Source: an optimization exercise on an open RTL-to-GDS flow (aim: a short achievable clock period and few clock cycles). Production flows keep margins and buffers that such runs may drop. RTL that was checked went through simulation tests only; none was proved equivalent to the original. Power and IR drop assume default switching activity.

==> harbor: inputs <==
// mips
module mips (
    clk,reset,
    imem_addr,imem_rdata,
    dmem_addr,dmem_wdata,dmem_we,dmem_rdata
);
clock: 12.5 ns
lec_check: 0
cap_margin: 20
core_margin: 2
core_utilization: 40
slew_margin: 20
run.sh (not shown) runs the stock make flow with config.mk's settings and CLKGATE_MAP_FILE= SYNTH_SCRIPT=/design/flow/synth_recipe.tcl, a recipe that flattens the netlist after the stock synthesis.
==> maple: changes against harbor <==
--- a/flow/design.v
+++ b/flow/design.v
@@ -9,19 +9,27 @@
 output[11:2] dmem_addr;
 output[31:0] dmem_wdata;
 output dmem_we;
 input[31:0] dmem_rdata;
 reg [31:0] pcF;
-reg [31:0] instrD, pcD;
-reg        validD;
-reg [31:0] aE, opbE, rtE, immE, corrTgtE;
+reg        bV   [0:7];
+reg [31:5] bTag [0:7];
+reg [31:0] bTgt [0:7];
+reg [31:0] bFt  [0:7];
+reg        bFtV [0:7];
+reg [31:0] instrD, pcD, ftWordD;
+reg        validD, btbHitD, ftValidD;
+reg [31:0] aE, opbE, rtE, corrTgtE, altTgtE, bTgtE, pcE, ftWordE;
 reg [4:0]  dstE, shamtE;
-reg        fAM, fAW, fBM, fBW, fRM, fRW;
+reg        fAM, fBM, fRM;
 reg        sAdd, sSub, sSlt, sAnd, sOr, sXor, sNor, sSh, sPass;
 reg        shRightE, shArithE, shVarE;
-reg        loadE, swE, sbE, brE, jrE, predE;
-reg [1:0]  brTypeE;    
+reg        loadE, swE, sbE, jrE, predE, btbHitE, insE, recovE;
+reg        brEqE, brGzE, xE;
+reg        updIns, updDel;
+reg [31:0] updPc, updTgt, updFt;
+reg        updFtV;
 reg [31:0] resM;
 reg [4:0]  dstM;
 reg        loadM, sbM;
 reg [7:0]  sbByteM;
 reg [1:0]  sbOffM;
@@ -33,10 +41,12 @@
 reg [31:0] rf [0:31];
 assign imem_addr  = pcF[11:2];
 assign dmem_addr  = daddr_q;
 assign dmem_wdata = dwdata_q;
 assign dmem_we    = dwe_q;
+wire [2:0] idxF = pcF[4:2];
+wire       hitF = bV[idxF] & (bTag[idxF] == pcF[31:5]);
 wire [5:0]  opD  = instrD[31:26];
 wire [4:0]  rsD  = instrD[25:21];
 wire [4:0]  rtD  = instrD[20:16];
 wire [4:0]  rdD  = instrD[15:11];
 wire [4:0]  shD  = instrD[10:6];
@@ -80,32 +90,42 @@
 wire jrD     = f_jr | f_jalr;
 wire usesRs  = rAluD | f_sllv | f_srlv | f_srav | jrD | (iAluD & ~i_lui) | memD | brD;
 wire usesRt  = rAluD | shiftD | i_sw | i_sb | i_beq | i_bne;
 wire useImm  = iAluD | memD | f_jalr;
 wire [4:0] dstRaw = (rAluD | shiftD | f_jalr) ? rdD : ((iAluD | i_lw) ? rtD : 5'd0);
-wire [4:0] dstD   = validD ? dstRaw : 5'd0;
-wire [31:0] sextD = {{16{immD[15]}}, immD};
-wire [31:0] zextD = {16'd0, immD};
-wire [31:0] pcp4D = pcD + 32'd4;
-wire [31:0] linkD = pcD + 32'h00003004;
+wire [31:0] sextD  = {{16{immD[15]}}, immD};
+wire [31:0] zextD  = {16'd0, immD};
+wire [31:0] pcp4D  = pcD + 32'd4;
+wire [31:0] pcp8D  = pcD + 32'd8;
+wire [31:0] linkD  = pcD + 32'h00003004;
 wire [31:0] brTgtD = pcD + {sextD[29:0], 2'b00};
 wire [31:0] jTgtD  = {4'd0, instrD[25:0], 2'b00};
 wire [31:0] immValD = i_lui ? {immD, 16'd0} :
                       f_jalr ? linkD :
                       (i_andi | i_ori | i_xori) ? zextD : sextD;
-wire predTD = brD & immD[15];
-wire redirD_raw = validD & (i_j | predTD);
+wire statTD  = brD & (immD[15] | i_bne);
+wire predTD  = brD & (btbHitD | statTD);
+wire btbBad  = btbHitD & ~(i_j | brD);
+wire redirD_raw = validD & ((~btbHitD & (i_j | statTD)) | btbBad);
+wire [31:0] tgtD = btbBad ? pcp4D : (i_j ? jTgtD : brTgtD);
+wire        ftValidNext = brD & (btbHitD ? ftValidD : statTD);
 wire [31:0] rfA = rf[rsD];
 wire [31:0] rfB = rf[rtD];
 wire [31:0] rvA = (rsD == 5'd0) ? 32'd0 : ((dstW == rsD) ? valW : rfA);
 wire [31:0] rvB = (rtD == 5'd0) ? 32'd0 : ((dstW == rtD) ? valW : rfB);
-wire luHaz = loadE & (dstE != 5'd0) & ((usesRs & (dstE == rsD)) | (usesRt & (dstE == rtD)));
+wire mA = (dstM != 5'd0) & (dstM == rsD);
+wire mB = (dstM != 5'd0) & (dstM == rtD);
+wire [31:0] rvA2 = (mA & loadM) ? dmem_rdata : (mA ? resM : rvA);
+wire [31:0] rvB2 = (mB & loadM) ? dmem_rdata : (mB ? resM : rvB);
+wire eA = (dstE != 5'd0) & (dstE == rsD);
+wire eB = (dstE != 5'd0) & (dstE == rtD);
+wire luHaz = loadE & ((usesRs & eA) | (usesRt & eB));
 wire sbHaz = sbE & memD;
 wire stallD = validD & (luHaz | sbHaz);
-wire [31:0] fa  = fAM ? resM : (fAW ? valW : aE);
-wire [31:0] fb  = fBM ? resM : (fBW ? valW : opbE);
-wire [31:0] frt = fRM ? resM : (fRW ? valW : rtE);
+wire [31:0] fa  = fAM ? resM : aE;
+wire [31:0] fb  = fBM ? resM : opbE;
+wire [31:0] frt = fRM ? resM : rtE;
 wire [31:0] sum  = fa + fb;
 wire [31:0] diff = fa - fb;
 wire        ltu  = fa < fb;
 wire [4:0]  amt  = shVarE ? fa[4:0] : shamtE;
 wire        big  = shVarE & (|fa[31:5]);
@@ -121,53 +141,80 @@
                    | ({32{sOr}}  & (fa | fb))
                    | ({32{sXor}} & (fa ^ fb))
                    | ({32{sNor}} & ~(fa | fb))
                    | ({32{sSh}}  & shres)
                    | ({32{sPass}} & fb);
-wire eqE  = (fa == frt);
-wire gtzE = ~fa[31] & (|fa);
-reg  condE;
-always @(*) begin
-    case (brTypeE)
-        2'd0: condE = eqE;
-        2'd1: condE = ~eqE;
-        2'd2: condE = ~gtzE;
-        default: condE = gtzE;
-    endcase
-end
-wire redirE = (brE & (condE ^ predE)) | jrE;
-wire [31:0] tgtE = jrE ? fa : corrTgtE;
+wire eqE   = (fa == frt);
+wire gtzE  = ~fa[31] & (|fa);
+wire mispE = (brEqE & (eqE ^ xE)) | (brGzE & (gtzE ^ xE));
+wire redirE = mispE | jrE;
+wire [31:0] tgtE = jrE ? fa : altTgtE;
+wire recov = recovE & ~jrE;
+integer i;
 always @(posedge clk) begin
     if (reset)
         pcF <= 32'd0;
     else if (redirE)
         pcF <= tgtE;
     else if (stallD)
         pcF <= pcF;
     else if (redirD_raw)
-        pcF <= i_j ? jTgtD : brTgtD;
+        pcF <= tgtD;
+    else if (hitF)
+        pcF <= bTgt[idxF];
     else
         pcF <= pcF + 32'd4;
-    if (reset | redirE) begin
+    for (i = 0; i < 8; i = i + 1) begin
+        if (reset) begin
+            bV[i] <= 1'b0;
+        end else if ((updIns | updDel) & (updPc[4:2] == i)) begin
+            bV[i]   <= updIns;
+            bTag[i] <= updPc[31:5];
+            bTgt[i] <= updTgt;
+            bFt[i]  <= updFt;
+            bFtV[i] <= updFtV;
+        end else if (insE & (pcE[4:2] == i)) begin
+            bV[i]   <= 1'b1;
+            bTag[i] <= pcE[31:5];
+            bTgt[i] <= bTgtE;
+            bFt[i]  <= ftWordE;
+            bFtV[i] <= recovE;
+        end
+    end
+    updIns <= ~reset & mispE & ~predE;
+    updDel <= ~reset & mispE & predE & btbHitE;
+    updPc  <= pcE;
+    updTgt <= bTgtE;
+    updFt  <= instrD;
+    updFtV <= validD;
+    if (reset) begin
         validD <= 1'b0;
+    end else if (redirE) begin
+        validD  <= recov;
+        btbHitD <= 1'b0;
+        instrD  <= ftWordE;
+        pcD     <= corrTgtE;
     end else if (!stallD) begin
-        validD <= ~redirD_raw;
-        instrD <= imem_rdata;
-        pcD    <= pcF;
-    end
-    aE    <= i_lui ? 32'd0 : rvA;
-    opbE  <= useImm ? immValD : rvB;
-    rtE   <= rvB;
-    immE  <= immValD;
+        validD   <= ~redirD_raw;
+        btbHitD  <= hitF & ~redirD_raw;
+        ftWordD  <= bFt[idxF];
+        ftValidD <= bFtV[idxF];
+        instrD   <= imem_rdata;
+        pcD      <= pcF;
+    end
+    aE    <= i_lui ? 32'd0 : rvA2;
+    opbE  <= useImm ? immValD : rvB2;
+    rtE   <= rvB2;
     shamtE <= shD;
+    pcE    <= pcD;
+    bTgtE  <= tgtD;
     corrTgtE <= predTD ? pcp4D : brTgtD;
-    fAM <= ~i_lui & (dstE != 5'd0) & (dstE == rsD);
-    fAW <= ~i_lui & ~((dstE != 5'd0) & (dstE == rsD)) & (dstM != 5'd0) & (dstM == rsD);
-    fBM <= ~useImm & (dstE != 5'd0) & (dstE == rtD);
-    fBW <= ~useImm & ~((dstE != 5'd0) & (dstE == rtD)) & (dstM != 5'd0) & (dstM == rtD);
-    fRM <= (dstE != 5'd0) & (dstE == rtD);
-    fRW <= ~((dstE != 5'd0) & (dstE == rtD)) & (dstM != 5'd0) & (dstM == rtD);
+    altTgtE  <= predTD ? (ftValidNext ? pcp8D : pcp4D) : brTgtD;
+    ftWordE  <= btbHitD ? ftWordD : imem_rdata;
+    fAM <= ~i_lui & eA;
+    fBM <= ~useImm & eB;
+    fRM <= eB;
     sAdd <= f_addu | i_addiu | i_lui | memD;
     sSub <= f_subu;
     sSlt <= f_slt | i_slti;
     sAnd <= f_and | i_andi;
     sOr  <= f_or | i_ori;
@@ -176,18 +223,21 @@
     sSh  <= shiftD;
     sPass <= f_jalr;
     shRightE <= f_srl | f_sra | f_srlv | f_srav;
     shArithE <= f_sra | f_srav;
     shVarE   <= f_sllv | f_srlv | f_srav;
-    brTypeE  <= i_beq ? 2'd0 : i_bne ? 2'd1 : i_blez ? 2'd2 : 2'd3;
     predE    <= predTD;
+    btbHitE  <= btbHitD;
+    xE       <= (i_bne | i_blez) ^ predTD;
     if (reset | redirE | stallD | ~validD) begin
         dstE <= 5'd0; loadE <= 1'b0; swE <= 1'b0; sbE <= 1'b0;
-        brE <= 1'b0; jrE <= 1'b0;
+        brEqE <= 1'b0; brGzE <= 1'b0; jrE <= 1'b0; insE <= 1'b0; recovE <= 1'b0;
     end else begin
         dstE <= dstRaw; loadE <= i_lw; swE <= i_sw; sbE <= i_sb;
-        brE <= brD; jrE <= jrD;
+        brEqE <= i_beq | i_bne; brGzE <= i_blez | i_bgtz; jrE <= jrD;
+        insE <= ~btbHitD & (i_j | statTD);
+        recovE <= predTD & ftValidNext;
     end
     resM    <= aluRes;
     sbByteM <= frt[7:0];
     sbOffM  <= sum[1:0];
     if (reset) begin
==> flow/flow/run.sh (new file) <==
#!/bin/bash
set -euo pipefail
bash standard.sh SETUP_SLACK_MARGIN=9 finish > standard_flow.log 2>&1
==> flow/standard.sh (new file) <==
#!/bin/bash
# synth_recipe.tcl (not shown) runs the flow's synth.tcl, then flattens the netlist and writes it again
# the make line also repeats each setting of config.mk as NAME=value (left out here)
make -C /OpenROAD-flow-scripts/flow DESIGN_CONFIG=/design/flow/config.mk WORK_HOME=/design/flow/orfs CLKGATE_MAP_FILE= SYNTH_SCRIPT=/design/flow/synth_recipe.tcl "${@:-finish}"
Settings changed: TNS_END_PERCENT set to 5.
removed: flow/run.sh
==> run summary <==
quantity                                                               maple               harbor
Post-layout util                                                       47.2%                45.3%
Crit path depth                                                           11                   14
Outcome                                             timing/DRC/antenna clean  timing/DRC/antenna clean
Fraction of standard cell area in multi-input logic                    37.0%                40.5%
Worst min-delay path startpoint                                predE$_DFF_P_  pcF[0]$_SDFFE_PP0P_
Multiplexer share of the synthesized area                              24.3%                25.0%
Count of H-tree levels built during CTS                                    5                    4
Die area                                                         305000 um^2          193000 um^2
Vias in the first global route                                         81.2k                50.7k
Mean post-synth cell area                                          14.0 um^2            13.9 um^2
Switching portion of total power                                       30.2%                30.2%
Transition time at the pin with the least slew margin                1.43 ns              1.07 ns
Total global-route track usage                                         28.2%                27.5%
WHS Endpoint                                                  updIns$_DFF_P_     pcD[0]$_DFFE_PP_
Minimum period implied by the final worst setup slack                4.07 ns              5.62 ns
Leakage Power                                                      0.0484 uW            0.0290 uW
Complex-gate fraction of the synthesized area                          8.50%                9.13%
Clock Path Buffers                                                         4                    3
N_taps                                                                  3958                 2495
Maximum number of pins on one net before global-route repair             121                  113
Area of the core                                                 300000 um^2          188000 um^2
Die boundary width                                                    553 um               439 um
Netlist Area Pre-Place                                           120000 um^2           75600 um^2
Detailed-placement wirelength estimate                                274 mm               173 mm
Number of non-filler instances in the completed layout                 13.1k                 8100
CTS Buf Count                                                            275                  156
Max Clk Rate                                                         246 MHz              178 MHz
No run of this note included a check of the RTL's function; only the layout flow was run.

* * *

==> inputs of exp/xenon <==
==> flow/design.v <==
module mips (
    clk,reset,
    imem_addr,imem_rdata,
    dmem_addr,dmem_wdata,dmem_we,dmem_rdata
);
input clk,reset;
output[11:2] imem_addr;
input[31:0] imem_rdata;
output[11:2] dmem_addr;
output[31:0] dmem_wdata;
output dmem_we;
input[31:0] dmem_rdata;
reg        reset_q;
reg [31:0] pcF;
reg        bV   [0:7];
reg [31:5] bTag [0:7];
reg [31:0] bTgt [0:7];
reg [31:0] bFt  [0:7];
reg        bFtV [0:7];
reg [31:0] instrD, pcD, ftWordD;
reg        validD, btbHitD, ftValidD;
reg [31:0] aE, opbE, rtE, corrTgtE, altTgtE, bTgtE, pcE, ftWordE;
reg [4:0]  dstE, amtE;
reg        sAdd, sSub, sSlt, sLog, sSh;
reg [3:0]  lutE;       
reg        shRightE, shArithE, shVarE;
reg        loadE, swE, sbE, jrE, predE, btbHitE, insE, recovE;
reg        brEqE, brGzE, xE;
reg        updIns, updDel;
reg [31:0] updPc, updTgt, updFt;
reg        updFtV;
reg [31:0] resM;
reg [4:0]  dstM;
reg        loadM, sbM;
reg [7:0]  sbByteM;
reg [1:0]  sbOffM;
reg [11:2] daddr_q;
reg [31:0] dwdata_q;
reg        dwe_q;
reg [31:0] valW;
reg [4:0]  dstW;
reg [31:0] rf [0:31];
assign imem_addr  = pcF[11:2];
assign dmem_addr  = daddr_q;
assign dmem_wdata = dwdata_q;
assign dmem_we    = dwe_q;
wire [2:0] idxF = pcF[4:2];
wire       hitF = bV[idxF] & (bTag[idxF] == pcF[31:5]);
wire [5:0]  opD  = instrD[31:26];
wire [4:0]  rsD  = instrD[25:21];
wire [4:0]  rtD  = instrD[20:16];
wire [4:0]  rdD  = instrD[15:11];
wire [4:0]  shD  = instrD[10:6];
wire [5:0]  fnD  = instrD[5:0];
wire [15:0] immD = instrD[15:0];
wire rtype  = (opD == 6'h00);
wire f_addu = rtype & (fnD == 6'h21);
wire f_subu = rtype & (fnD == 6'h23);
wire f_slt  = rtype & ((fnD == 6'h2a) | (fnD == 6'h2b));
wire f_and  = rtype & (fnD == 6'h24);
wire f_or   = rtype & (fnD == 6'h25);
wire f_xor  = rtype & (fnD == 6'h26);
wire f_nor  = rtype & (fnD == 6'h27);
wire f_sll  = rtype & (fnD == 6'h00);
wire f_srl  = rtype & (fnD == 6'h02);
wire f_sra  = rtype & (fnD == 6'h03);
wire f_sllv = rtype & (fnD == 6'h04);
wire f_srlv = rtype & (fnD == 6'h06);
wire f_srav = rtype & (fnD == 6'h07);
wire f_jr   = rtype & (fnD == 6'h08);
wire f_jalr = rtype & (fnD == 6'h09);
wire i_addiu = (opD == 6'h09);
wire i_andi  = (opD == 6'h0c);
wire i_ori   = (opD == 6'h0d);
wire i_xori  = (opD == 6'h0e);
wire i_lui   = (opD == 6'h0f);
wire i_slti  = (opD == 6'h0a) | (opD == 6'h0b);
wire i_lw    = (opD == 6'h23);
wire i_sw    = (opD == 6'h2b);
wire i_sb    = (opD == 6'h28);
wire i_beq   = (opD == 6'h04);
wire i_bne   = (opD == 6'h05);
wire i_blez  = (opD == 6'h06);
wire i_bgtz  = (opD == 6'h07);
wire i_j     = (opD == 6'h02);
wire shiftD  = f_sll | f_srl | f_sra | f_sllv | f_srlv | f_srav;
wire rAluD   = f_addu | f_subu | f_slt | f_and | f_or | f_xor | f_nor;
wire iAluD   = i_addiu | i_andi | i_ori | i_xori | i_lui | i_slti;
wire memD    = i_lw | i_sw | i_sb;
wire brD     = i_beq | i_bne | i_blez | i_bgtz;
wire jrD     = f_jr | f_jalr;
wire usesRs  = rAluD | f_sllv | f_srlv | f_srav | jrD | (iAluD & ~i_lui) | memD | brD;
wire usesRt  = rAluD | shiftD | i_sw | i_sb | i_beq | i_bne;
wire useImm  = iAluD | memD | f_jalr;
wire [4:0] dstRaw = (rAluD | shiftD | f_jalr) ? rdD : ((iAluD | i_lw) ? rtD : 5'd0);
wire [31:0] sextD  = {{16{immD[15]}}, immD};
wire [31:0] zextD  = {16'd0, immD};
wire [31:0] pcp4D  = pcD + 32'd4;
wire [31:0] pcp8D  = pcD + 32'd8;
wire [31:0] linkD  = pcD + 32'h00003004;
wire [31:0] brTgtD = pcD + {sextD[29:0], 2'b00};
wire [31:0] jTgtD  = {4'd0, instrD[25:0], 2'b00};
wire [31:0] immValD = i_lui ? {immD, 16'd0} :
                      f_jalr ? linkD :
                      (i_andi | i_ori | i_xori) ? zextD : sextD;
wire statTD  = brD & (immD[15] | i_bne);
wire predTD  = brD & (btbHitD | statTD);
wire btbBad  = btbHitD & ~(i_j | brD);
wire validDe = validD & ~reset_q;
wire redirD_raw = validDe & ((~btbHitD & (i_j | statTD)) | btbBad);
wire [31:0] tgtD = btbBad ? pcp4D : (i_j ? jTgtD : brTgtD);
wire        ftValidNext = brD & (btbHitD ? ftValidD : statTD);
wire [31:0] rfA = rf[rsD];
wire [31:0] rfB = rf[rtD];
wire [31:0] rvA = (rsD == 5'd0) ? 32'd0 : ((dstW == rsD) ? valW : rfA);
wire [31:0] rvB = (rtD == 5'd0) ? 32'd0 : ((dstW == rtD) ? valW : rfB);
wire mA = (dstM != 5'd0) & (dstM == rsD);
wire mB = (dstM != 5'd0) & (dstM == rtD);
wire [31:0] rvA2 = mA ? resM : rvA;
wire [31:0] rvB2 = mB ? resM : rvB;
wire eA = (dstE != 5'd0) & (dstE == rsD);
wire eB = (dstE != 5'd0) & (dstE == rtD);
wire selAE = ~i_lui & eA;
wire selAL = ~i_lui & ~eA & mA & loadM;
wire selAR = ~i_lui & ~eA & ~(mA & loadM);
wire selBI = useImm;
wire selBE = ~useImm & eB;
wire selBL = ~useImm & ~eB & mB & loadM;
wire selBR = ~useImm & ~eB & ~(mB & loadM);
wire selRE = eB;
wire selRL = ~eB & mB & loadM;
wire selRR = ~eB & ~(mB & loadM);
wire shVarD = f_sllv | f_srlv | f_srav;
wire [31:0] aNext = ({32{selAE}} & aluRes) | ({32{selAL}} & dmem_rdata) | ({32{selAR}} & rvA2);
wire luHaz = loadE & ((usesRs & eA) | (usesRt & eB));
wire sbHaz = sbE & memD;
wire stallD = validDe & (luHaz | sbHaz);
wire [31:0] fa  = aE;
wire [31:0] fb  = opbE;
wire [31:0] frt = rtE;
wire [31:0] sum  = fa + fb;
wire [31:0] diff = fa - fb;
wire        ltu  = fa < fb;
wire [4:0]  amt  = amtE;
wire        big  = shVarE & (|fa[31:5]);
wire        fill = shArithE & fb[31];
wire [31:0] shl  = fb << amt;
wire [63:0] shr64 = {{32{fill}}, fb} >> amt;
wire [31:0] shr  = shr64[31:0];
wire [31:0] shres = big ? {32{fill}} : (shRightE ? shr : shl);
wire [31:0] logres = ({32{lutE[0]}} & ~fa & ~fb) | ({32{lutE[1]}} & ~fa & fb)
                   | ({32{lutE[2]}} & fa & ~fb)  | ({32{lutE[3]}} & fa & fb);
wire [31:0] aluRes = ({32{sAdd}} & sum)
                   | ({32{sSub}} & diff)
                   | ({32{sSlt}} & {31'd0, ltu})
                   | ({32{sLog}} & logres)
                   | ({32{sSh}}  & shres);
wire eqE   = (fa == frt);
wire gtzE  = ~fa[31] & (|fa);
wire mispE = (brEqE & (eqE ^ xE)) | (brGzE & (gtzE ^ xE));
wire redirE = mispE | jrE;
wire [31:0] tgtE = jrE ? fa : altTgtE;
wire recov = recovE & ~jrE;
integer i;
always @(posedge clk) begin
    reset_q <= reset;
    if (reset)
        pcF <= 32'd0;
    else if (redirE)
        pcF <= tgtE;
    else if (stallD)
        pcF <= pcF;
    else if (redirD_raw)
        pcF <= tgtD;
    else if (hitF)
        pcF <= bTgt[idxF];
    else
        pcF <= pcF + 32'd4;
    for (i = 0; i < 8; i = i + 1) begin
        if (reset_q)
            bV[i] <= 1'b0;
        else if ((updIns | updDel) & (updPc[4:2] == i))
            bV[i] <= updIns;
        else if (insE & (pcE[4:2] == i))
            bV[i] <= 1'b1;
        if ((updIns | updDel) & (updPc[4:2] == i)) begin
            bTag[i] <= updPc[31:5];
            bTgt[i] <= updTgt;
            bFt[i]  <= updFt;
            bFtV[i] <= updFtV;
        end else if (insE & (pcE[4:2] == i)) begin
            bTag[i] <= pcE[31:5];
            bTgt[i] <= bTgtE;
            bFt[i]  <= ftWordE;
            bFtV[i] <= recovE;
        end
    end
    updIns <= ~reset_q & mispE & ~predE;
    updDel <= ~reset_q & mispE & predE & btbHitE;
    updPc  <= pcE;
    updTgt <= bTgtE;
    updFt  <= instrD;
    updFtV <= validD;
    if (redirE) begin
        validD  <= recov;
        btbHitD <= 1'b0;
        instrD  <= ftWordE;
        pcD     <= corrTgtE;
    end else if (!stallD) begin
        validD   <= ~redirD_raw;
        btbHitD  <= hitF & ~redirD_raw;
        instrD   <= imem_rdata;
        pcD      <= pcF;
    end
    if (!stallD) begin
        ftWordD  <= bFt[idxF];
        ftValidD <= bFtV[idxF];
    end
    aE    <= aNext;
    amtE  <= shVarD ? aNext[4:0] : shD;
    opbE  <= ({32{selBE}} & aluRes) | ({32{selBL}} & dmem_rdata) | ({32{selBR}} & rvB2)
           | ({32{selBI}} & immValD);
    rtE   <= ({32{selRE}} & aluRes) | ({32{selRL}} & dmem_rdata) | ({32{selRR}} & rvB2);
    pcE    <= pcD;
    bTgtE  <= tgtD;
    corrTgtE <= predTD ? pcp4D : brTgtD;
    altTgtE  <= predTD ? (ftValidNext ? pcp8D : pcp4D) : brTgtD;
    ftWordE  <= btbHitD ? ftWordD : imem_rdata;
    sAdd <= f_addu | i_addiu | i_lui | memD;
    sSub <= f_subu;
    sSlt <= f_slt | i_slti;
    sLog <= f_and | i_andi | f_or | i_ori | f_xor | i_xori | f_nor | f_jalr;
    lutE <= (f_and | i_andi) ? 4'b1000 :
            (f_or | i_ori)   ? 4'b1110 :
            (f_xor | i_xori) ? 4'b0110 :
            f_nor            ? 4'b0001 : 4'b1010;    
    sSh  <= shiftD;
    shRightE <= f_srl | f_sra | f_srlv | f_srav;
    shArithE <= f_sra | f_srav;
    shVarE   <= shVarD;
    predE    <= predTD;
    btbHitE  <= btbHitD;
    xE       <= (i_bne | i_blez) ^ predTD;
    if (reset_q | redirE | stallD | ~validD) begin
        dstE <= 5'd0; loadE <= 1'b0; swE <= 1'b0; sbE <= 1'b0;
        brEqE <= 1'b0; brGzE <= 1'b0; jrE <= 1'b0; insE <= 1'b0; recovE <= 1'b0;
    end else begin
        dstE <= dstRaw; loadE <= i_lw; swE <= i_sw; sbE <= i_sb;
        brEqE <= i_beq | i_bne; brGzE <= i_blez | i_bgtz; jrE <= jrD;
        insE <= ~btbHitD & (i_j | statTD);
        recovE <= predTD & ftValidNext;
    end
    resM    <= aluRes;
    sbByteM <= frt[7:0];
    sbOffM  <= sum[1:0];
    if (reset_q) begin
        dstM <= 5'd0; loadM <= 1'b0; sbM <= 1'b0; dwe_q <= 1'b0;
    end else begin
        dstM  <= dstE; loadM <= loadE; sbM <= sbE;
        if (sbM) begin
            dwe_q <= 1'b1;
        end else begin
            dwe_q   <= swE;
            daddr_q <= sum[11:2];
        end
    end
    if (sbM) begin
        dwdata_q[7:0]   <= (sbOffM == 2'd0) ? sbByteM : dmem_rdata[7:0];
        dwdata_q[15:8]  <= (sbOffM == 2'd1) ? sbByteM : dmem_rdata[15:8];
        dwdata_q[23:16] <= (sbOffM == 2'd2) ? sbByteM : dmem_rdata[23:16];
        dwdata_q[31:24] <= (sbOffM == 2'd3) ? sbByteM : dmem_rdata[31:24];
    end else begin
        dwdata_q <= frt;
    end
    valW <= loadM ? dmem_rdata : resM;
    if (reset_q)
        dstW <= 5'd0;
    else
        dstW <= dstM;
    if (dstW != 5'd0)
        rf[dstW] <= valW;
end
endmodule
==> flow/flow/run.sh <==
#!/bin/bash
set -euo pipefail
bash standard.sh SETUP_SLACK_MARGIN=9 finish > standard_flow.log 2>&1
==> flow/standard.sh <==
#!/bin/bash
# synth_recipe.tcl (not shown) runs the flow's synth.tcl, then flattens the netlist and writes it again
# the make line also repeats each setting of config.mk as NAME=value (left out here)
make -C /OpenROAD-flow-scripts/flow DESIGN_CONFIG=/design/flow/config.mk WORK_HOME=/design/flow/orfs CLKGATE_MAP_FILE= SYNTH_SCRIPT=/design/flow/synth_recipe.tcl "${@:-finish}"
==> flow/config.mk <==
export PLATFORM = sky130hd
export DESIGN_NAME = mips
export DESIGN_NICKNAME = mips
export VERILOG_FILES = /design/flow/design.v
export SDC_FILE = /design/flow/constraint.sdc
export NUM_CORES = 4
export LEC_CHECK = 0
export CAP_MARGIN = 20
export CORE_MARGIN = 2
export CORE_UTILIZATION = 40
export SLEW_MARGIN = 20
export TNS_END_PERCENT = 5
==> flow/constraint.sdc <==
create_clock -name core_clock -period 12.5 [get_ports {clk}]
set_input_delay 2.5000 -clock core_clock [delete_from_list [all_inputs] [get_ports {clk}]]
set_output_delay 2.5000 -clock core_clock [all_outputs]
set_load 0.01 [all_outputs]
==> inputs of exp/tundra, as changes to exp/xenon <==
--- a/flow/design.v
+++ b/flow/design.v
@@ -12,6 +12,9 @@
 input[31:0] dmem_rdata;
+integer k, m;
 reg        reset_q;
 reg [31:0] pcF;
+reg [11:2] iaddr_q;    
 reg        bV   [0:7];
-reg [31:5] bTag [0:7];
+reg [8:0]  bTagLo [0:7];  
+reg [31:12] bTagHi [0:7];
 reg [31:0] bTgt [0:7];
@@ -20,5 +23,5 @@
 reg [31:0] instrD, pcD, ftWordD;
-reg        validD, btbHitD, ftValidD;
+reg        validD, btbHitD, ftValidD, hiMisD;
 reg [31:0] aE, opbE, rtE, corrTgtE, altTgtE, bTgtE, pcE, ftWordE;
-reg [4:0]  dstE, amtE;
+reg [4:0]  dstE_r, shamtE;
 reg        sAdd, sSub, sSlt, sLog, sSh;
@@ -26,5 +29,17 @@
 reg        shRightE, shArithE, shVarE;
-reg        loadE, swE, sbE, jrE, predE, btbHitE, insE, recovE;
-reg        brEqE, brGzE, xE;
-reg        updIns, updDel;
+reg        loadE_r, swE_r, sbE_r, jrE_r, predE, btbHitE, recovE_r;
+reg [7:0]  insWe_r;    
+reg        brEqE_r, brGzE_r, xE;
+reg        killE;
+wire [4:0] dstE   = killE ? 5'd0 : dstE_r;
+wire       loadE  = loadE_r & ~killE;
+wire       swE    = swE_r & ~killE;
+wire       sbE    = sbE_r & ~killE;
+wire       jrE    = jrE_r & ~killE;
+wire       recovE = recovE_r & ~killE;
+wire       brEqE  = brEqE_r & ~killE;
+wire       brGzE  = brGzE_r & ~killE;
+wire [7:0] insWe  = insWe_r & {8{~killE}};
+reg        updIns;
+reg [7:0]  updWe;      
 reg [31:0] updPc, updTgt, updFt;
@@ -36,3 +51,3 @@
 reg [1:0]  sbOffM;
-reg [11:2] daddr_q;
+reg [11:2] daddr_q, sbAddrM;
 reg [31:0] dwdata_q;
@@ -41,4 +56,5 @@
 reg [4:0]  dstW;
-reg [31:0] rf [0:31];
-assign imem_addr  = pcF[11:2];
+reg [31:0] rf [1:31];
+reg [31:1] rsOH, rtOH;    
+assign imem_addr  = iaddr_q;
 assign dmem_addr  = daddr_q;
@@ -47,3 +63,8 @@
 wire [2:0] idxF = pcF[4:2];
-wire       hitF = bV[idxF] & (bTag[idxF] == pcF[31:5]);
+reg        hitF;
+always @(*) begin
+    hitF = 1'b0;
+    for (m = 0; m < 8; m = m + 1)
+        hitF = hitF | ((idxF == m) & bV[m] & (bTagLo[m] == {pcF[11:5], pcF[1:0]}));
+end
 wire [5:0]  opD  = instrD[31:26];
@@ -107,11 +128,19 @@
 wire predTD  = brD & (btbHitD | statTD);
-wire btbBad  = btbHitD & ~(i_j | brD);
 wire validDe = validD & ~reset_q;
-wire redirD_raw = validDe & ((~btbHitD & (i_j | statTD)) | btbBad);
-wire [31:0] tgtD = btbBad ? pcp4D : (i_j ? jTgtD : brTgtD);
+wire redirD_raw = validDe & (i_j | statTD | (brD & btbHitD)) & (~btbHitD | hiMisD);
+wire [31:0] tgtD = i_j ? jTgtD : brTgtD;
 wire        ftValidNext = brD & (btbHitD ? ftValidD : statTD);
-wire [31:0] rfA = rf[rsD];
-wire [31:0] rfB = rf[rtD];
-wire [31:0] rvA = (rsD == 5'd0) ? 32'd0 : ((dstW == rsD) ? valW : rfA);
-wire [31:0] rvB = (rtD == 5'd0) ? 32'd0 : ((dstW == rtD) ? valW : rfB);
+reg  [31:0] rfA, rfB;
+always @(*) begin
+    rfA = 32'd0;
+    rfB = 32'd0;
+    for (k = 1; k < 32; k = k + 1) begin
+        rfA = rfA | ({32{rsOH[k]}} & rf[k]);
+        rfB = rfB | ({32{rtOH[k]}} & rf[k]);
+    end
+end
+wire wA = (dstW != 5'd0) & (dstW == rsD);
+wire wB = (dstW != 5'd0) & (dstW == rtD);
+wire [31:0] rvA = wA ? valW : rfA;
+wire [31:0] rvB = wB ? valW : rfB;
 wire mA = (dstM != 5'd0) & (dstM == rsD);
@@ -137,2 +166,9 @@
 wire stallD = validDe & (luHaz | sbHaz);
+wire [31:0] decImRs = 32'd1 << imem_rdata[25:21];
+wire [31:0] decImRt = 32'd1 << imem_rdata[20:16];
+wire [31:0] decFtRs = 32'd1 << ftWordE[25:21];
+wire [31:0] decFtRt = 32'd1 << ftWordE[20:16];
+wire [31:0] pcSeqF = stallD ? pcF : (hitF ? bTgt[idxF] : pcF + 32'd4);
+wire [11:2] btbTgtLo = bTgt[idxF][11:2];
+wire [11:2] iaSeqF = stallD ? pcF[11:2] : (hitF ? btbTgtLo : pcF[11:2] + 10'd1);
 wire [31:0] fa  = aE;
@@ -143,3 +179,3 @@
 wire        ltu  = fa < fb;
-wire [4:0]  amt  = amtE;
+wire [4:0]  amt  = shVarE ? fa[4:0] : shamtE;
 wire        big  = shVarE & (|fa[31:5]);
@@ -170,10 +206,14 @@
         pcF <= tgtE;
-    else if (stallD)
-        pcF <= pcF;
-    else if (redirD_raw)
+    else if (redirD_raw & ~stallD)
         pcF <= tgtD;
-    else if (hitF)
-        pcF <= bTgt[idxF];
     else
-        pcF <= pcF + 32'd4;
+        pcF <= pcSeqF;
+    if (reset)
+        iaddr_q <= 10'd0;
+    else if (redirE)
+        iaddr_q <= tgtE[11:2];
+    else if (redirD_raw & ~stallD)
+        iaddr_q <= tgtD[11:2];
+    else
+        iaddr_q <= iaSeqF;
     for (i = 0; i < 8; i = i + 1) begin
@@ -181,8 +221,9 @@
             bV[i] <= 1'b0;
-        else if ((updIns | updDel) & (updPc[4:2] == i))
+        else if (updWe[i])
             bV[i] <= updIns;
-        else if (insE & (pcE[4:2] == i))
+        else if (insWe[i])
             bV[i] <= 1'b1;
-        if ((updIns | updDel) & (updPc[4:2] == i)) begin
-            bTag[i] <= updPc[31:5];
+        if (updWe[i]) begin
+            bTagLo[i] <= {updPc[11:5], updPc[1:0]};
+            bTagHi[i] <= updPc[31:12];
             bTgt[i] <= updTgt;
@@ -190,4 +231,5 @@
             bFtV[i] <= updFtV;
-        end else if (insE & (pcE[4:2] == i)) begin
-            bTag[i] <= pcE[31:5];
+        end else if (insWe[i]) begin
+            bTagLo[i] <= {pcE[11:5], pcE[1:0]};
+            bTagHi[i] <= pcE[31:12];
             bTgt[i] <= bTgtE;
@@ -197,4 +239,5 @@
     end
-    updIns <= ~reset_q & mispE & ~predE;
-    updDel <= ~reset_q & mispE & predE & btbHitE;
+    updIns <= ~predE;
+    for (i = 0; i < 8; i = i + 1)
+        updWe[i] <= ~reset_q & mispE & (~predE | btbHitE) & (pcE[4:2] == i);
     updPc  <= pcE;
@@ -207,2 +250,4 @@
         instrD  <= ftWordE;
+        rsOH    <= decFtRs[31:1];
+        rtOH    <= decFtRt[31:1];
         pcD     <= corrTgtE;
@@ -212,2 +257,4 @@
         instrD   <= imem_rdata;
+        rsOH     <= decImRs[31:1];
+        rtOH     <= decImRt[31:1];
         pcD      <= pcF;
@@ -217,5 +264,6 @@
         ftValidD <= bFtV[idxF];
+        hiMisD   <= (bTagHi[idxF] != pcF[31:12]);
     end
     aE    <= aNext;
-    amtE  <= shVarD ? aNext[4:0] : shD;
+    shamtE <= shD;
     opbE  <= ({32{selBE}} & aluRes) | ({32{selBL}} & dmem_rdata) | ({32{selBR}} & rvB2)
@@ -243,10 +291,12 @@
     xE       <= (i_bne | i_blez) ^ predTD;
-    if (reset_q | redirE | stallD | ~validD) begin
-        dstE <= 5'd0; loadE <= 1'b0; swE <= 1'b0; sbE <= 1'b0;
-        brEqE <= 1'b0; brGzE <= 1'b0; jrE <= 1'b0; insE <= 1'b0; recovE <= 1'b0;
+    killE <= redirE;
+    if (reset_q | stallD | ~validD) begin
+        dstE_r <= 5'd0; loadE_r <= 1'b0; swE_r <= 1'b0; sbE_r <= 1'b0;
+        brEqE_r <= 1'b0; brGzE_r <= 1'b0; jrE_r <= 1'b0; insWe_r <= 8'd0; recovE_r <= 1'b0;
     end else begin
-        dstE <= dstRaw; loadE <= i_lw; swE <= i_sw; sbE <= i_sb;
-        brEqE <= i_beq | i_bne; brGzE <= i_blez | i_bgtz; jrE <= jrD;
-        insE <= ~btbHitD & (i_j | statTD);
-        recovE <= predTD & ftValidNext;
+        dstE_r <= dstRaw; loadE_r <= i_lw; swE_r <= i_sw; sbE_r <= i_sb;
+        brEqE_r <= i_beq | i_bne; brGzE_r <= i_blez | i_bgtz; jrE_r <= jrD;
+        for (i = 0; i < 8; i = i + 1)
+            insWe_r[i] <= ~btbHitD & (i_j | statTD) & (pcD[4:2] == i);
+        recovE_r <= predTD & ftValidNext;
     end
@@ -259,9 +309,6 @@
         dstM  <= dstE; loadM <= loadE; sbM <= sbE;
-        if (sbM) begin
-            dwe_q <= 1'b1;
-        end else begin
-            dwe_q   <= swE;
-            daddr_q <= sum[11:2];
-        end
+        dwe_q <= sbM | swE;
     end
+    sbAddrM <= sum[11:2];
+    daddr_q <= sbM ? sbAddrM : sum[11:2];
     if (sbM) begin
@@ -279,4 +326,5 @@
         dstW <= dstM;
-    if (dstW != 5'd0)
-        rf[dstW] <= valW;
+    for (i = 1; i < 32; i = i + 1)
+        if (dstW == i)
+            rf[i] <= valW;
 end
==> flow/flow/run.sh (replaced) <==
#!/bin/bash
# Standard layout (the standard.sh: unchanged synthesis, floorplan, power
# grid, placement, CTS and routing steps) with three repair settings changed:
#  - sizing may swap a cell for any equivalent cell, not only one of the same
#    footprint (the platform sets MATCH_CELL_FOOTPRINT 1);
#  - the port buffers that placement inserts on every input and output are
#    buf_4 cells.
set -euo pipefail
bash standard.sh SETUP_SLACK_MARGIN=9.5 MATCH_CELL_FOOTPRINT=0 \
  "BUFFER_PORTS_ARGS=-buffer_cell sky130_fd_sc_hd__buf_4" finish > standard_flow.log 2>&1
==> inputs of exp/yarrow, as changes to exp/xenon <==
--- a/flow/design.v
+++ b/flow/design.v
@@ -22,5 +22,4 @@
 reg [31:0] aE, opbE, rtE, corrTgtE, altTgtE, bTgtE, pcE, ftWordE;
-reg [4:0]  dstE, amtE;
-reg        sAdd, sSub, sSlt, sLog, sSh;
-reg [3:0]  lutE;       
+reg [4:0]  dstE, shamtE;
+reg        sAdd, sSub, sSlt, sAnd, sOr, sXor, sNor, sSh, sPass;
 reg        shRightE, shArithE, shVarE;
@@ -132,4 +131,2 @@
 wire selRR = ~eB & ~(mB & loadM);
-wire shVarD = f_sllv | f_srlv | f_srav;
-wire [31:0] aNext = ({32{selAE}} & aluRes) | ({32{selAL}} & dmem_rdata) | ({32{selAR}} & rvA2);
 wire luHaz = loadE & ((usesRs & eA) | (usesRt & eB));
@@ -143,3 +140,3 @@
 wire        ltu  = fa < fb;
-wire [4:0]  amt  = amtE;
+wire [4:0]  amt  = shVarE ? fa[4:0] : shamtE;
 wire        big  = shVarE & (|fa[31:5]);
@@ -150,4 +147,2 @@
 wire [31:0] shres = big ? {32{fill}} : (shRightE ? shr : shl);
-wire [31:0] logres = ({32{lutE[0]}} & ~fa & ~fb) | ({32{lutE[1]}} & ~fa & fb)
-                   | ({32{lutE[2]}} & fa & ~fb)  | ({32{lutE[3]}} & fa & fb);
 wire [31:0] aluRes = ({32{sAdd}} & sum)
@@ -155,4 +150,8 @@
                    | ({32{sSlt}} & {31'd0, ltu})
-                   | ({32{sLog}} & logres)
-                   | ({32{sSh}}  & shres);
+                   | ({32{sAnd}} & (fa & fb))
+                   | ({32{sOr}}  & (fa | fb))
+                   | ({32{sXor}} & (fa ^ fb))
+                   | ({32{sNor}} & ~(fa | fb))
+                   | ({32{sSh}}  & shres)
+                   | ({32{sPass}} & fb);
 wire eqE   = (fa == frt);
@@ -218,4 +217,3 @@
     end
-    aE    <= aNext;
-    amtE  <= shVarD ? aNext[4:0] : shD;
+    aE    <= ({32{selAE}} & aluRes) | ({32{selAL}} & dmem_rdata) | ({32{selAR}} & rvA2);
     opbE  <= ({32{selBE}} & aluRes) | ({32{selBL}} & dmem_rdata) | ({32{selBR}} & rvB2)
@@ -223,2 +221,3 @@
     rtE   <= ({32{selRE}} & aluRes) | ({32{selRL}} & dmem_rdata) | ({32{selRR}} & rvB2);
+    shamtE <= shD;
     pcE    <= pcD;
@@ -231,11 +230,11 @@
     sSlt <= f_slt | i_slti;
-    sLog <= f_and | i_andi | f_or | i_ori | f_xor | i_xori | f_nor | f_jalr;
-    lutE <= (f_and | i_andi) ? 4'b1000 :
-            (f_or | i_ori)   ? 4'b1110 :
-            (f_xor | i_xori) ? 4'b0110 :
-            f_nor            ? 4'b0001 : 4'b1010;    
+    sAnd <= f_and | i_andi;
+    sOr  <= f_or | i_ori;
+    sXor <= f_xor | i_xori;
+    sNor <= f_nor;
     sSh  <= shiftD;
+    sPass <= f_jalr;
     shRightE <= f_srl | f_sra | f_srlv | f_srav;
     shArithE <= f_sra | f_srav;
-    shVarE   <= shVarD;
+    shVarE   <= f_sllv | f_srlv | f_srav;
     predE    <= predTD;
==> comparison <==
exp/yarrow ran to the end with no violations. exp/xenon ran to the end with no violations. exp/tundra went through all stages and came out clean.
Between exp/tundra and exp/xenon, the lower fmax is in exp/xenon (gap 7.1%, measured against exp/xenon).
Global-route usage, lowest first: exp/xenon, exp/yarrow, exp/tundra.
Utilization, lowest first: exp/xenon, exp/yarrow, exp/tundra.
The lowest first-iteration DRC count belongs to exp/xenon, the highest to exp/tundra.
Hold slack: exp/xenon < exp/yarrow < exp/tundra.
Of exp/tundra and exp/xenon, exp/xenon has the higher final area (gap about 2.7%, measured against exp/xenon).
Of exp/yarrow and exp/tundra, exp/yarrow has the higher synthesized area (gap about 4%, measured against exp/tundra).
==> figures <==
item	exp/xenon	exp/yarrow	exp/tundra
Outcome	complete, no violations	complete, no violations	complete, no violations
Clock Power Share	35.4%	36.6%	37.2%
Final nets	9180	9278	9581
Initial antenna violation count	49	39	31
TAP cells	3958	3958	3781
EDFF count, synth	1868	1868	1905
Total clock network power	7900 uW	7910 uW	8190 uW
Post-synthesis compound-gate area fraction	8.542%	8.656%	14.58%
Slew headroom	16.67%	8.840%	17.67%
Multi-input gates	5528	5533	5785
CTS buffer count	269	268	273
Pin count of the biggest net entering global routing	95	94	76
First-pass iteration count of the detailed router	7	9	13
Weighted congestion at the end of routability-driven global placement	0.9643	1.028	1.005
Depth of the critical timing path with buffers and inverters included	6	5	1
Non-clock buffer area fraction after layout	4.967%	4.852%	4.789%
Testbench counts of exp/xenon, summed over its fixed seeds: cycles 47,797.
Testbench counts of exp/tundra, summed over its fixed seeds: cycles 47,797.
Testbench counts of exp/yarrow, summed over its fixed seeds: cycles 47,797.

## port drivers added, routing unchanged
How much do the figures lean on ideal ports? The routed layouts below were timed once more, with nothing changed but the port constraints. Step 1, drivers: a clkbuf_16 drives clk and a buf_2 each remaining input, both assumed. Step 2 times the ports against the registers' clock, not the clock port: input delays grow and output delays shrink by t, the midpoint of the rising clock arrivals with the driver on. Three values: no drivers, after step 1, after step 2; two values: the first two.
| run | shift t [ns] | slack for setup (ns) | worst hold slack (ns) | clock arrival spread, ns |
|---|---|---|---|---|
| harbor | 0.881 | 6.876 / 6.876 / 6.876 | 0.433 / 0.433 / 0.433 | 0.072 / 0.071 |
| maple | 0.976 | 8.428 / 8.344 / 7.411 | 0.411 / 0.411 / 0.411 | 0.078 / 0.078 |
| exp/xenon | 0.993 | 8.321 / 8.321 / 7.816 | 0.369 / 0.369 / 0.369 | 0.087 / 0.087 |
| exp/tundra | 0.990 | 8.600 / 8.501 / 8.060 | 0.396 / 0.396 / 0.396 | 0.097 / 0.097 |
| exp/yarrow | 0.962 | 8.200 / 8.276 / 7.314 | 0.373 / 0.373 / 0.373 | 0.054 / 0.054 |
After both steps every run listed still meets setup and hold. The setup slack of maple, which loses most, moves by -0.084 ns with the drivers and by -1.017 ns with both steps.
